This design comes from an exercise in tuning for small area on the open sky130 flow, not from production work.
Only simulation tests tie the RTL to the original design; equivalence was not proved.
The flow treats the clock pin as an ideal source. Dropping or thinning the clock tree relies on that and would not hold on a real chip.
Power figures rest on the tool's default switching activity, not on a simulated workload.

==> run a <==
Design alarm_clock, start of the top module:
module alarm_clock (output [4:0]  BEEPING,
                    output [13:0] HH_clock,
                    output [13:0] MM_clock,
                    output [13:0] SS_clock,
                    input         reset,
                    input         clk,
                    input  [6:0]  set_time,
                    input  [2:0]  set_H_M_S,
                    input  [4:0]  five_alarm,
                    input         change_real_time,
                    input         see_alarm_time);
==> module alarm_clock, before the edit <==
module alarm_clock (output [4:0]  BEEPING,
                    output [13:0] HH_clock,
                    output [13:0] MM_clock,
                    output [13:0] SS_clock,
                    input         reset,
                    input         clk,
                    input  [6:0]  set_time,
                    input  [2:0]  set_H_M_S,
                    input  [4:0]  five_alarm,
                    input         change_real_time,
                    input         see_alarm_time);
    reg [3:0] p;
    always @(posedge clk, posedge reset)
        if (reset) p <= 4'd0;
        else       p <= (p[3] & p[0]) ? 4'd0 : p + 4'd1;
    wire tick = p[2] & ~p[1] & ~p[0];
    wire sel_h  = (set_H_M_S == 3'b011);
    wire sel_s  = (set_H_M_S == 3'b110);
    wire sel_n  = (set_H_M_S == 3'b111);
    wire le23   = (set_time <= 7'h23);
    wire le59   = (set_time <= 7'h59);
    wire wr_h   = sel_h & le23;
    wire wr_s   = sel_s & le59;
    wire wr_m   = ~sel_h & ~sel_s & ~sel_n & le59;
    reg [3:0] su, mu, hu;
    reg [2:0] st, mt;
    reg [1:0] ht;
    wire s9  = (su == 4'd9);
    wire s59 = s9 & (st == 3'd5);
    wire m9  = (mu == 4'd9);
    wire m59 = m9 & (mt == 3'd5);
    wire h23 = (ht == 2'd2) & (hu == 4'd3);
    wire [3:0] hu1 = hu + 4'd1;
    wire hcy = s59 & m59;
    wire [3:0] n_su = s9 ? 4'd0 : su + 4'd1;
    wire [2:0] n_st = s59 ? 3'd0 : (s9 ? st + 3'd1 : st);
    wire [3:0] n_mu = s59 ? (m9 ? 4'd0 : mu + 4'd1) : mu;
    wire [2:0] n_mt = hcy ? 3'd0 : ((s59 & m9) ? mt + 3'd1 : mt);
    wire [3:0] n_hu = hcy ? ((h23 | (hu == 4'd9)) ? 4'd0 : hu1) : hu;
    wire [1:0] n_ht = hcy ? (h23 ? 2'd0 : ((hu == 4'd9) | (hu == 4'd15)) ? ht + 2'd1 : ht) : ht;
    wire [1:0] c_ht = hcy ? (h23 ? 2'd0 : (hu == 4'd9) ? ht + 2'd1 : ht) : ht;
    wire rt_wr = change_real_time & (wr_h | wr_s | wr_m);
    always @(posedge clk, posedge reset)
        if (reset) begin
            su <= 0; st <= 0; mu <= 0; mt <= 0; hu <= 0; ht <= 0;
        end else if (tick) begin
            if (rt_wr) begin
                if (wr_h) {ht, hu} <= set_time[5:0];
                if (wr_m) {mt, mu} <= set_time;
                if (wr_s) {st, su} <= set_time;
            end else begin
                su <= n_su; st <= n_st; mu <= n_mu; mt <= n_mt; hu <= n_hu; ht <= c_ht;
            end
        end
    wire [19:0] nxt = {n_ht, n_hu, n_mt, n_mu, n_st, n_su};
    wire al_wr = ~change_real_time;
    wire [4:0] f = five_alarm;
    wire [4:0] low  = f & ~{f[3:0], 1'b0} & ~{f[2:0], 2'b0} & ~{f[1:0], 3'b0} & ~{f[0], 4'b0};
    wire [4:0] high = f & ~{1'b0, f[4:1]} & ~{2'b0, f[4:2]} & ~{3'b0, f[4:3]} & ~{4'b0, f[4]};
    wire [5:0] ah [0:4];
    wire [6:0] am [0:4];
    wire [6:0] as [0:4];
    wire [4:0] b0;
    genvar i;
    generate for (i = 0; i < 5; i = i + 1) begin : al
        reg [5:0] rh;
        reg [6:0] rm, rs;
        always @(posedge clk, posedge reset)
            if (reset) begin
                rh <= 0; rm <= 0; rs <= 0;
            end else begin
                if (al_wr & wr_h & high[i]) rh <= set_time[5:0];
                if (al_wr & wr_m & high[i]) rm <= set_time;
                if (al_wr & wr_s & low[i])  rs <= set_time;
            end
        assign ah[i] = rh;
        assign am[i] = rm;
        assign as[i] = rs;
        wire match = ({ah[i], am[i], as[i]} == nxt);
        reg [4:0] U;
        reg bb;
        wire on_old = |U;
        wire term = (U == 5'b10000) & bb;            
        wire flag_n = f[i] & (match | (on_old & ~(tick & term)));
        wire inc = ~on_old | (tick & bb);
        wire [4:0] Ul = {U[3:0], ~(U[4] ^ U[2]) | term};
        wire [4:0] Un = flag_n ? (inc ? Ul : U) : 5'd0;
        always @(posedge clk, posedge reset)
            if (reset) begin
                U <= 0; bb <= 0;
            end else begin
                U <= Un;
                bb <= on_old & (bb ^ tick);
            end
        assign b0[i] = bb;
    end endgenerate
    assign BEEPING = b0;
    wire show_a = ~see_alarm_time;
    wire [4:0] dsel = low & {5{show_a}};
    wire dsel_r = ~(show_a & |f);
    wire [19:0] tcur = {ht, hu, mt, mu, st, su};
    wire [19:0] w = ({20{dsel_r}} & tcur)
                  | ({20{dsel[0]}} & {ah[0], am[0], as[0]})
                  | ({20{dsel[1]}} & {ah[1], am[1], as[1]})
                  | ({20{dsel[2]}} & {ah[2], am[2], as[2]})
                  | ({20{dsel[3]}} & {ah[3], am[3], as[3]})
                  | ({20{dsel[4]}} & {ah[4], am[4], as[4]});
    function [6:0] seg4;    
        input [3:0] d;
        case (d)
            4'd1: seg4 = 7'b1111001;
            4'd2: seg4 = 7'b0100100;
            4'd3: seg4 = 7'b0110000;
            4'd4: seg4 = 7'b0011001;
            4'd5: seg4 = 7'b0010010;
            4'd6: seg4 = 7'b0000010;
            4'd7: seg4 = 7'b1111000;
            4'd8: seg4 = 7'b0000000;
            4'd9: seg4 = 7'b0010000;
            default: seg4 = 7'b1000000;
        endcase
    endfunction
    function [6:0] seg3;
        input [2:0] d;
        seg3 = {~(d[2] | d[1]), ~d[2] & (d[1] | d[0]), d[2] | d[0], ~d[1] & (d[2] ^ d[0]),
                d[1] & ~d[0], d[2] & d[0], ~d[1] & (d[2] ^ d[0])};
    endfunction
    wire [1:0] dht = w[19:18];
    assign HH_clock = {~dht[1], dht[0] | dht[1], dht[0], dht[0], dht[1], 1'b0, dht[0], seg4(w[17:14])};
    assign MM_clock = {seg3(w[13:11]), seg4(w[10:7])};
    assign SS_clock = {seg3(w[6:4]), seg4(w[3:0])};
endmodule
Settings: LEC_CHECK=0, CAP_MARGIN=0, CORE_MARGIN=2, CORE_UTILIZATION=50, GPL_TIMING_DRIVEN=0, PLACE_DENSITY=0.7, SLEW_MARGIN=0; clock period 10.0 ns.
standard.sh (not shown) runs the stock make flow with config.mk's settings and CLKGATE_MAP_FILE= SYNTH_SCRIPT=/design/flow/synth_recipe.tcl, a recipe that flattens the netlist after the stock synthesis.
==> flow/flow/run.sh <==
#!/bin/bash
# Own layout flow: the standard ORFS flow (standard.sh) with
#  - an area-oriented ABC mapping script and no half/full-adder cell extraction,
#  - port buffers of the smallest buffer cell (every port is still buffered),
#  - the synthesis netlist's buffers removed before global placement also
#    when placement is not timing-driven (GPL_TIMING_DRIVEN 0 in config.mk),
#  - a clock tree built by flow/manual_cts.tcl in place of clock_tree_synthesis:
#    a root clock buffer on the clock port drives one clock buffer per cluster
#    of flip-flops; the rest of ORFS's CTS step (legalising, timing repair) is
#    unchanged.
# Each tool's full output is in make.log and ORFS's per-step logs under orfs/logs/.
set -euo pipefail
W=$PWD
rm -rf "$W/scripts_mod"
cp -r "$FLOW_HOME/scripts" "$W/scripts_mod"
cp "$W/flow/abc_area.script" "$W/scripts_mod/abc_area.script"
grep -q 'log_cmd clock_tree_synthesis {\*}$cts_args' "$W/scripts_mod/cts.tcl"
sed -i "s#log_cmd clock_tree_synthesis {\*}\$cts_args#source $W/flow/manual_cts.tcl#" "$W/scripts_mod/cts.tcl"
grep -q '^if { $::env(GPL_TIMING_DRIVEN) } {$' "$W/scripts_mod/global_place.tcl"
sed -i '0,/^if { $::env(GPL_TIMING_DRIVEN) } {$/s//if { 1 } {/' "$W/scripts_mod/global_place.tcl"
export MCTS_K=6 MCTS_LEAF=sky130_fd_sc_hd__clkbuf_16 MCTS_ROOT=sky130_fd_sc_hd__clkbuf_4
bash "$W/standard.sh" \
    "SCRIPTS_DIR=$W/scripts_mod" \
    ABC_AREA=1 \
    ADDER_MAP_FILE= \
    "BUFFER_PORTS_ARGS=-buffer_cell sky130_fd_sc_hd__buf_1" \
    finish > "$W/make.log" 2>&1
==> flow/flow/manual_cts.tcl <==
# Manual clock tree: the clock port drives up to MCTS_K clock buffers (or a root
# buffer that drives them); each drives the flip-flops of one cluster, found by
# k-means on their placed locations.
set mcts_k [expr {[info exists ::env(MCTS_K)] ? $::env(MCTS_K) : 4}]
set mcts_leaf [expr {[info exists ::env(MCTS_LEAF)] ? $::env(MCTS_LEAF) : "sky130_fd_sc_hd__clkbuf_16"}]
set mcts_root [expr {[info exists ::env(MCTS_ROOT)] ? $::env(MCTS_ROOT) : ""}]
set block [ord::get_db_block]
set db [ord::get_db]
set clk_port_net [$block findNet clk]
set sinks {}
set xs {}
set ys {}
foreach it [$clk_port_net getITerms] {
  set inst [$it getInst]
  set bb [$inst getBBox]
  lappend sinks $it
  lappend xs [expr {([$bb xMin] + [$bb xMax]) / 2.0}]
  lappend ys [expr {([$bb yMin] + [$bb yMax]) / 2.0}]
}
set n [llength $sinks]
# k-means, initialised by sorting along the longer side
set idx [lsort -integer -command [list apply {{xs a b} {expr {[lindex $xs $a] < [lindex $xs $b] ? -1 : 1}}} $xs] [lsearch -all $xs *]]
set cx {}; set cy {}
for {set k 0} {$k < $mcts_k} {incr k} {
  set i [lindex $idx [expr {int(($k + 0.5) * $n / $mcts_k)}]]
  lappend cx [lindex $xs $i]; lappend cy [lindex $ys $i]
}
set assign [lrepeat $n 0]
for {set iter 0} {$iter < 50} {incr iter} {
  # balanced assignment: cap each cluster at ceil(n/k)+2 sinks, nearest first
  set cap [expr {int(ceil(double($n) / $mcts_k)) + 2}]
  set pairs {}
  for {set i 0} {$i < $n} {incr i} {
    for {set k 0} {$k < $mcts_k} {incr k} {
      set d [expr {abs([lindex $xs $i] - [lindex $cx $k]) + abs([lindex $ys $i] - [lindex $cy $k])}]
      lappend pairs [list $d $i $k]
    }
  }
  set pairs [lsort -real -index 0 $pairs]
  set done [lrepeat $n 0]; set cnt [lrepeat $mcts_k 0]
  foreach p $pairs {
    lassign $p d i k
    if {[lindex $done $i] || [lindex $cnt $k] >= $cap} continue
    lset done $i 1; lset assign $i $k; lset cnt $k [expr {[lindex $cnt $k] + 1}]
  }
  set sx [lrepeat $mcts_k 0.0]; set sy [lrepeat $mcts_k 0.0]; set sc [lrepeat $mcts_k 0]
  for {set i 0} {$i < $n} {incr i} {
    set k [lindex $assign $i]
    lset sx $k [expr {[lindex $sx $k] + [lindex $xs $i]}]
    lset sy $k [expr {[lindex $sy $k] + [lindex $ys $i]}]
    lset sc $k [expr {[lindex $sc $k] + 1}]
  }
  for {set k 0} {$k < $mcts_k} {incr k} {
    if {[lindex $sc $k] > 0} {
      lset cx $k [expr {[lindex $sx $k] / [lindex $sc $k]}]
      lset cy $k [expr {[lindex $sy $k] / [lindex $sc $k]}]
    }
  }
}
puts "manual CTS: $n sinks in $mcts_k clusters: $cnt"
set leaf_master [$db findMaster $mcts_leaf]
set drive_net $clk_port_net
if {$mcts_root ne ""} {
  set root [odb::dbInst_create $block [$db findMaster $mcts_root] "mcts_root"]
  set ax 0.0; set ay 0.0
  foreach x $cx y $cy { set ax [expr {$ax + $x}]; set ay [expr {$ay + $y}] }
  $root setLocation [expr {int($ax / $mcts_k)}] [expr {int($ay / $mcts_k)}]
  $root setPlacementStatus PLACED
  set drive_net [odb::dbNet_create $block "mcts_root_net"]
  $drive_net setSigType CLOCK
  [$root findITerm A] connect $clk_port_net
  [$root findITerm X] connect $drive_net
}
set leafnets {}
for {set k 0} {$k < $mcts_k} {incr k} {
  set buf [odb::dbInst_create $block $leaf_master "mcts_leaf_$k"]
  $buf setLocation [expr {int([lindex $cx $k])}] [expr {int([lindex $cy $k])}]
  $buf setPlacementStatus PLACED
  set net [odb::dbNet_create $block "mcts_net_$k"]
  $net setSigType CLOCK
  [$buf findITerm A] connect $drive_net
  [$buf findITerm X] connect $net
  lappend leafnets $net
}
for {set i 0} {$i < $n} {incr i} {
  set it [lindex $sinks $i]
  $it disconnect
  $it connect [lindex $leafnets [lindex $assign $i]]
}
Other scripts of this flow, unchanged in this note and not shown: flow/flow/abc_area.script
==> inputs of run b, as changes to run a <==
--- a/flow/design.v
+++ b/flow/design.v
@@ -15,4 +15,10 @@
         else       p <= (p[3] & p[0]) ? 4'd0 : p + 4'd1;
     wire tick = p[2] & ~p[1] & ~p[0];
+    reg rs_pend;
+    always @(posedge clk, posedge reset)
+        if (reset) rs_pend <= 1'b1;
+        else       rs_pend <= 1'b0;
+    wire clr  = reset | rs_pend;
+    wire tick_n = tick & ~reset;     
     wire sel_h  = (set_H_M_S == 3'b011);
     wire sel_s  = (set_H_M_S == 3'b110);
@@ -41,18 +47,18 @@
     wire [1:0] c_ht = hcy ? (h23 ? 2'd0 : (hu == 4'd9) ? ht + 2'd1 : ht) : ht;
     wire rt_wr = change_real_time & (wr_h | wr_s | wr_m);
-    always @(posedge clk, posedge reset)
-        if (reset) begin
-            su <= 0; st <= 0; mu <= 0; mt <= 0; hu <= 0; ht <= 0;
-        end else if (tick) begin
-            if (rt_wr) begin
-                if (wr_h) {ht, hu} <= set_time[5:0];
-                if (wr_m) {mt, mu} <= set_time;
-                if (wr_s) {st, su} <= set_time;
-            end else begin
-                su <= n_su; st <= n_st; mu <= n_mu; mt <= n_mt; hu <= n_hu; ht <= c_ht;
-            end
-        end
+    wire adv  = tick_n & ~rt_wr;
+    wire ld_h = tick_n & change_real_time & wr_h;
+    wire ld_m = tick_n & change_real_time & wr_m;
+    wire ld_s = tick_n & change_real_time & wr_s;
+    wire kp_h = ~(ld_h | adv | clr);
+    wire kp_m = ~(ld_m | adv | clr);
+    wire kp_s = ~(ld_s | adv | clr);
+    always @(posedge clk) begin
+        {ht, hu} <= (set_time[5:0] & {6{ld_h}}) | ({c_ht, n_hu} & {6{adv}}) | ({ht, hu} & {6{kp_h}});
+        {mt, mu} <= (set_time & {7{ld_m}}) | ({n_mt, n_mu} & {7{adv}}) | ({mt, mu} & {7{kp_m}});
+        {st, su} <= (set_time & {7{ld_s}}) | ({n_st, n_su} & {7{adv}}) | ({st, su} & {7{kp_s}});
+    end
     wire [19:0] nxt = {n_ht, n_hu, n_mt, n_mu, n_st, n_su};
-    wire al_wr = ~change_real_time;
+    wire al_wr = ~change_real_time & ~reset;
     wire [4:0] f = five_alarm;
     wire [4:0] low  = f & ~{f[3:0], 1'b0} & ~{f[2:0], 2'b0} & ~{f[1:0], 3'b0} & ~{f[0], 4'b0};
@@ -66,12 +72,15 @@
         reg [5:0] rh;
         reg [6:0] rm, rs;
-        always @(posedge clk, posedge reset)
-            if (reset) begin
-                rh <= 0; rm <= 0; rs <= 0;
-            end else begin
-                if (al_wr & wr_h & high[i]) rh <= set_time[5:0];
-                if (al_wr & wr_m & high[i]) rm <= set_time;
-                if (al_wr & wr_s & low[i])  rs <= set_time;
-            end
+        wire en_h = al_wr & wr_h & high[i];
+        wire en_m = al_wr & wr_m & high[i];
+        wire en_s = al_wr & wr_s & low[i];
+        wire kp_h = ~(en_h | clr);
+        wire kp_m = ~(en_m | clr);
+        wire kp_s = ~(en_s | clr);
+        always @(posedge clk) begin
+            rh <= (set_time[5:0] & {6{en_h}}) | (rh & {6{kp_h}});
+            rm <= (set_time & {7{en_m}}) | (rm & {7{kp_m}});
+            rs <= (set_time & {7{en_s}}) | (rs & {7{kp_s}});
+        end
         assign ah[i] = rh;
         assign am[i] = rm;
@@ -82,21 +91,19 @@
         wire on_old = |U;
         wire term = (U == 5'b10000) & bb;            
-        wire flag_n = f[i] & (match | (on_old & ~(tick & term)));
+        wire flag_n = f[i] & ~clr & (match | (on_old & ~(tick & term)));
         wire inc = ~on_old | (tick & bb);
         wire [4:0] Ul = {U[3:0], ~(U[4] ^ U[2]) | term};
         wire [4:0] Un = flag_n ? (inc ? Ul : U) : 5'd0;
+        always @(posedge clk)
+            U <= Un;
         always @(posedge clk, posedge reset)
-            if (reset) begin
-                U <= 0; bb <= 0;
-            end else begin
-                U <= Un;
-                bb <= on_old & (bb ^ tick);
-            end
+            if (reset) bb <= 0;
+            else       bb <= on_old & (bb ^ tick);
         assign b0[i] = bb;
     end endgenerate
     assign BEEPING = b0;
     wire show_a = ~see_alarm_time;
-    wire [4:0] dsel = low & {5{show_a}};
-    wire dsel_r = ~(show_a & |f);
+    wire [4:0] dsel = low & {5{show_a & ~clr}};
+    wire dsel_r = ~(show_a & |f) & ~clr;
     wire [19:0] tcur = {ht, hu, mt, mu, st, su};
     wire [19:0] w = ({20{dsel_r}} & tcur)
--- a/flow/flow/run.sh
+++ b/flow/flow/run.sh
@@ -19,5 +19,5 @@
 grep -q '^if { $::env(GPL_TIMING_DRIVEN) } {$' "$W/scripts_mod/global_place.tcl"
 sed -i '0,/^if { $::env(GPL_TIMING_DRIVEN) } {$/s//if { 1 } {/' "$W/scripts_mod/global_place.tcl"
-export MCTS_K=6 MCTS_LEAF=sky130_fd_sc_hd__clkbuf_16 MCTS_ROOT=sky130_fd_sc_hd__clkbuf_4
+export MCTS_K=7 MCTS_LEAF=sky130_fd_sc_hd__clkbuf_16 MCTS_ROOT=sky130_fd_sc_hd__clkbuf_4
 bash "$W/standard.sh" \
     "SCRIPTS_DIR=$W/scripts_mod" \
==> comparison table <==
DP Wirelength: run a 20,000 um; run b 17,300 um
First-pass iteration count of the detailed router: run a 6; run b 8
Cell type with the highest occurrence count on the critical path: run a clkinv_1; run b nor2_1
Critical-path top delay cell: run a nor2_1; run b nor2_2
Post-Route Skew: run a 0.0185 ns; run b 0.0145 ns
Core area: run a 16,400 um2; run b 15,000 um2
Seq/total area: run a 42.7%; run b 38.2%
Total power draw: run a 0.00171 W; run b 0.000991 W
Mean number of vias per cell: run a 6.64; run b 6.52
Startpoint of the most critical setup path: run a five_alarm[0]; run b reset
Final period demand of the worst path: run a 8.09 ns; run b 8.08 ns
FP Rows: run a 47; run b 45
Setup slack of the worst register-to-register path: run a 2.96 ns; run b 3.42 ns
Run status: run a no timing/DRC/antenna violations; run b no timing/DRC/antenna violations
Number of storage elements in the synthesis netlist: run a 154; run b 155
Total number of tap cells: run a 220; run b 188
Async set-reset flop share out of synthesis: run a 100%; run b 6.45%
Internal cell power: run a 0.00102 W; run b 0.000757 W
Area enclosed by the die boundary: run a 17,700 um2; run b 16,200 um2
In every run of this note, the design's own scripts or RTL, not TritonCTS, make the clock network.

==> port drivers added, routing unchanged <==
How much do the figures lean on ideal ports? The routed layouts below were timed once more, with nothing changed but the port constraints.
Step 1, drivers: a clkbuf_16 drives clk and a buf_2 each remaining input, both assumed.
Step 2 also shifts input and output timing later by t, the mid clock arrival at the registers, as if the neighbouring blocks saw the same clock.
Three values: ideal ports, drivers, drivers and shift; two values: the first two.
run | t, ns | slack for setup (ns) | clock arrival spread, ns
run a | 0.597 | 1.914 / 1.893 / 1.893 | 0.018 / 0.019
run b | 0.606 | 1.920 / 1.893 / 1.893 | 0.014 / 0.014
After both steps setup and hold are still met in every run listed. For run b, which loses most, drivers alone change the setup slack by -0.027 ns; drivers and shift together by -0.027 ns.
